What follows belongs to an exercise in optimizing a design on an open flow for small area and a short achievable clock period; a production flow would make more cautious choices. The RTL was checked by simulation tests, not by an equivalence proof against the original design.

$ cat flow/run.sh
#!/bin/bash
# synth_recipe.tcl (not shown) runs the flow's synth.tcl, then flattens the netlist and writes it again
# the make line also repeats each setting of config.mk as NAME=value (left out here)
make -C /OpenROAD-flow-scripts/flow DESIGN_CONFIG=/design/flow/config.mk WORK_HOME=/design/flow/orfs CLKGATE_MAP_FILE= SYNTH_SCRIPT=/design/flow/synth_recipe.tcl finish
$ cat flow/config.mk
export PLATFORM = sky130hd
export DESIGN_NAME = fir
export DESIGN_NICKNAME = fir
export VERILOG_FILES = /design/flow/design.v
export SDC_FILE = /design/flow/constraint.sdc
export NUM_CORES = 4
export LEC_CHECK = 0
export CAP_MARGIN = 20
export CORE_MARGIN = 2
export CORE_UTILIZATION = 40
export SLEW_MARGIN = 20
$ cat flow/constraint.sdc
create_clock -name core_clock -period 6.0 [get_ports {clk}]
set_input_delay 1.2000 -clock core_clock [delete_from_list [all_inputs] [get_ports {clk}]]
set_output_delay 1.2000 -clock core_clock [all_outputs]
set_load 0.01 [all_outputs]
$ cat flow/design.v
`timescale 1ns / 10ps
module fir(
    input clk,                               
    input signed [15:0] noisy_signal,        
    output signed [15:0] filtered_signal     
);
    integer i, j;
    localparam [143:0] COEFFS = {16'h04F6,    
                                 16'h0AE4,    
                                 16'h1089,    
                                 16'h1469,    
                                 16'h160F,    
                                 16'h1496,    
                                 16'h1089,    
                                 16'h0AE4,    
                                 16'h04F6};   
    reg signed [15:0] delayed_signal [0:8];
    reg signed [31:0] prod  [0:8];
    reg signed [32:0] sum_0 [0:4];
    reg signed [33:0] sum_1 [0:2];
    reg signed [34:0] sum_2 [0:1];
    reg signed [35:0] sum_3;
    always @(posedge clk) begin
        delayed_signal[0] <= noisy_signal;
        for (i = 1; i <= 8; i = i + 1) begin
            delayed_signal[i] <= delayed_signal[i - 1];
        end
    end
    always @(posedge clk) begin
        for (j = 0; j <= 8; j = j + 1) begin
            prod[j] <= delayed_signal[j] * $signed(COEFFS[16*j +: 16]);
        end
    end
    always @(posedge clk) begin
        sum_0[0] <= prod[0] + prod[1];
        sum_0[1] <= prod[2] + prod[3];
        sum_0[2] <= prod[4] + prod[5];
        sum_0[3] <= prod[6] + prod[7];
        sum_0[4] <= prod[8];
    end
    always @(posedge clk) begin
        sum_1[0] <= sum_0[0] + sum_0[1];
        sum_1[1] <= sum_0[2] + sum_0[3];
        sum_1[2] <= sum_0[4];
    end
    always @(posedge clk) begin
        sum_2[0] <= sum_1[0] + sum_1[1];
        sum_2[1] <= sum_1[2];
    end
    always @(posedge clk) begin
        sum_3 <= sum_2[0] + sum_2[1];
    end
    assign filtered_signal = $signed(sum_3[35:14]);
endmodule
==> run notes <==
per-stage QoR:
| step | instance area [um2] | hold slack [ns] | setup slack [ns] |
|---|---|---|---|
| global placement | 58900 | 0.310 | 0.427 |
| global route | 61900 | 0.328 | 0.0569 |
| floorplan | 56100 | 0.310 | 0.157 |
| CTS | 61900 | 0.326 | 0.358 |
| detailed placement | 58900 | 0.312 | 0.359 |
| finish | 61900 | 0.323 | 0.387 |
cells by family (layout without fill, tap and decap cells):
| family | Yosys count | count (layout) | share of synthesized area [%] |
|---|---|---|---|
| buffers and inverters | 1219 | 1405 | 8.16 |
| xor gates and xnor gates | 442 | 442 | 6.90 |
| AOI/OAI and AO/OA | 1067 | 1067 | 12.7 |
| DFF | 683 | 683 | 24.4 |
| muxes | 19 | 19 | 0.355 |
| adders and majority gates | 1504 | 1504 | 40.4 |
| and+or+nand+nor | 820 | 820 | 7.09 |
| other | 0 | 1 | 0 |
layout make-up:
type,instances,area [um2],share of cell area (%)
Multi-Input combinational cell,3852,37800,61.2
Sequential cell,683,13700,22.1
Inverter,1191,4470,7.23
Tap cell,1876,2350,3.79
Clock buffer,107,2310,3.73
Clock inverter,42,662,1.07
Timing Repair Buffer,65,568,0.918
Antenna cell,1,2.50,0.00404
layer usage:
layer  up-vias  wire (um)
li1      19250          -
met1     17994      59200
met2       441      57100
met3       169       2930
met4         0       2860
met5         -          0
what timing repair did:
action	4_1_cts	5_1_grt
resized for setup	0	1
setup endpoints to repair	0	1
buffers inserted	0	0
hold buffers	0	0
Yosys cell counts, drive strengths merged (65+ instances only):
cell type and number:
a21o 209, a21oi 335, dfxtp 683, fa 513
ha 991, inv 1191, nand2 167, nand3 65
nor2 260, nor3 73, o21ai 159, xnor2 311
xor2 131
registers in the layout, indices dropped and copies added (netlist names):
name and flops:
delayed_signal 144, sum_0 142, prod 239, sum_3 16, sum_2 56, sum_1 86
path summary, 6_finish.rpt:
kind,start,end,cells past startpoint
setup / recovery,delayed_signal[4][4],prod[4][28],20
hold / removal,prod[8][5],sum_0[4][5],0
setup reg to reg,delayed_signal[4][4],prod[4][28],20
hold reg to reg,prod[8][5],sum_0[4][5],0
worst max-delay path, stage by stage, from the launching register on:
cell and delay (ns):
dfxtp_1 0.49, ha_1 0.33, ha_1 0.28, inv_1 0.04, fa_1 0.48, inv_1 0.05, fa_1 0.45, fa_1 0.51
inv_1 0.06, fa_1 0.48, inv_1 0.04, ha_1 0.38, a21o_1 0.21, a21o_1 0.18, a21oi_1 0.13, o21ai_0 0.14
a311oi_2 0.32, a21boi_1 0.15, o31ai_2 0.26, or4b_1 0.46, o311ai_1 0.09
==> reports/results.ini <==
[finish]
nFillCells=13281
layout_commonest_cell=inv_1
nNetsFinal=7397
postLayoutCoreUtil_pct=44.4
final_layout_size_suffix_gt1_share_pct=4.18
fin_cells=7817
area.growth.synth_to_final_pct=10.3
layout_common_cells=1191 x inv_1, 991 x ha_1, 682 x dfxtp_1

[placed_design]
dpl.cell_count=7667
place_congestion=0.871
hpwlAfterDp_um=101000
io_buffer_count=32

[synth]
synth_cells=5754
synth_top_area_share_pct=24.4
synth.ff_latch_count=683
yosysSeqAreaShare_pct=24.4
synth_flop_cell=dfxtp_1
syn_area_per_cell_um2=9.75
netlist_area_um2=56100
synth_cell_types=91
synth-edff-count=0
synth_area_leaders=dfxtp_1 24%, ha_1 22%, fa_1 18%, inv_1 8.0%, xnor2_1 4.9%
synth_area_leader_cell=dfxtp_1
yosys_warnings=6
synthArstFlopShare_pct=0
syn_nets=7275

[sta]
slew_headroom_pct=31.9
tightest_slew_ns=1.01
finalHoldViolations=0
setup_tns_ns=0
setup_viol=0
drv_slew=0
fmax_mhz=178
fin_crit_sh_pct=93.6
min_period_ns=5.61
rsz0062_at_grt=no
fin_worst_skew_ns=0.0495

[status]
outcome=timing/DRC/antenna clean

[worst_hold_path]
hold_path.class=flip-flop to flip-flop

[grt]
grt_max_degree=26
grt_pass1_wl_um=203000
grt.total_usage_pct=17.6
antenna_found_initial=2
grt_util_met3_pct=1.98
grtUsageMet2_pct=29.8
grtUsageMet1_pct=23.9
overflow=0
first_global_vias=39270
grt_busiest_layer=met2

[floorplanning]
start_util_pct=40.2
die_area_um2=143000
die_h_um=378
ioPinCount=33
rows=137
core_area_um2=139000
die_w_um=378

[routing]
viasPerCell=4.84
drt-total-wl_um=122000
drt-pass1-iter-count=5
ant_nets=0
vias=37854
wl_per_cell_um=15.6
drc=0
dr.first_iter.drc_count=1745

[clock_tree]
cts_root_buffer=clkbuf_16
ctsLongestPathBuffers=3
tritoncts=yes
clock_latency_ns=0.67
cts_made_buffers=83
cts_max_level=3
cts_sinks=683
cts.clk_slew.worst_paths_ns=0.06

[critical_path]
rrSetupSlack_ns=0.39
crit_type=flip-flop to flip-flop
arrival_ns=6.15
worstPathRequired_ns=6.54
cp-start-kind=flip-flop
critPathCaptureType=flip-flop
critPathMaxFanout=7

[flow_run]
cap_violations=0

==> re-timing with driven ports <==
The flow's constraints put no driver on any port. The routed layout listed below was extracted and timed again, unchanged, in two steps. Step 1 assumes that a clkbuf_16 drives the clock port and a buf_2 every other input. Step 2 times the ports against the registers' clock, not the clock port: input delays grow and output delays shrink by t, the midpoint of the rising clock arrivals with the driver on. Three values: ideal ports, drivers, drivers and shift; two values: the first two.
t (ns): 0.708
slack for setup (ns): 0.387 / 0.387 / 0.387
worst setup path after step 2: register to register
slew at the worst register clock pin (ns): 0.07 / 0.07
cell pins on the clock port's net: 1
After both steps this run still meets setup and hold. The setup slack of this run moves by 0.000 ns with the drivers and by 0.000 ns with both steps.
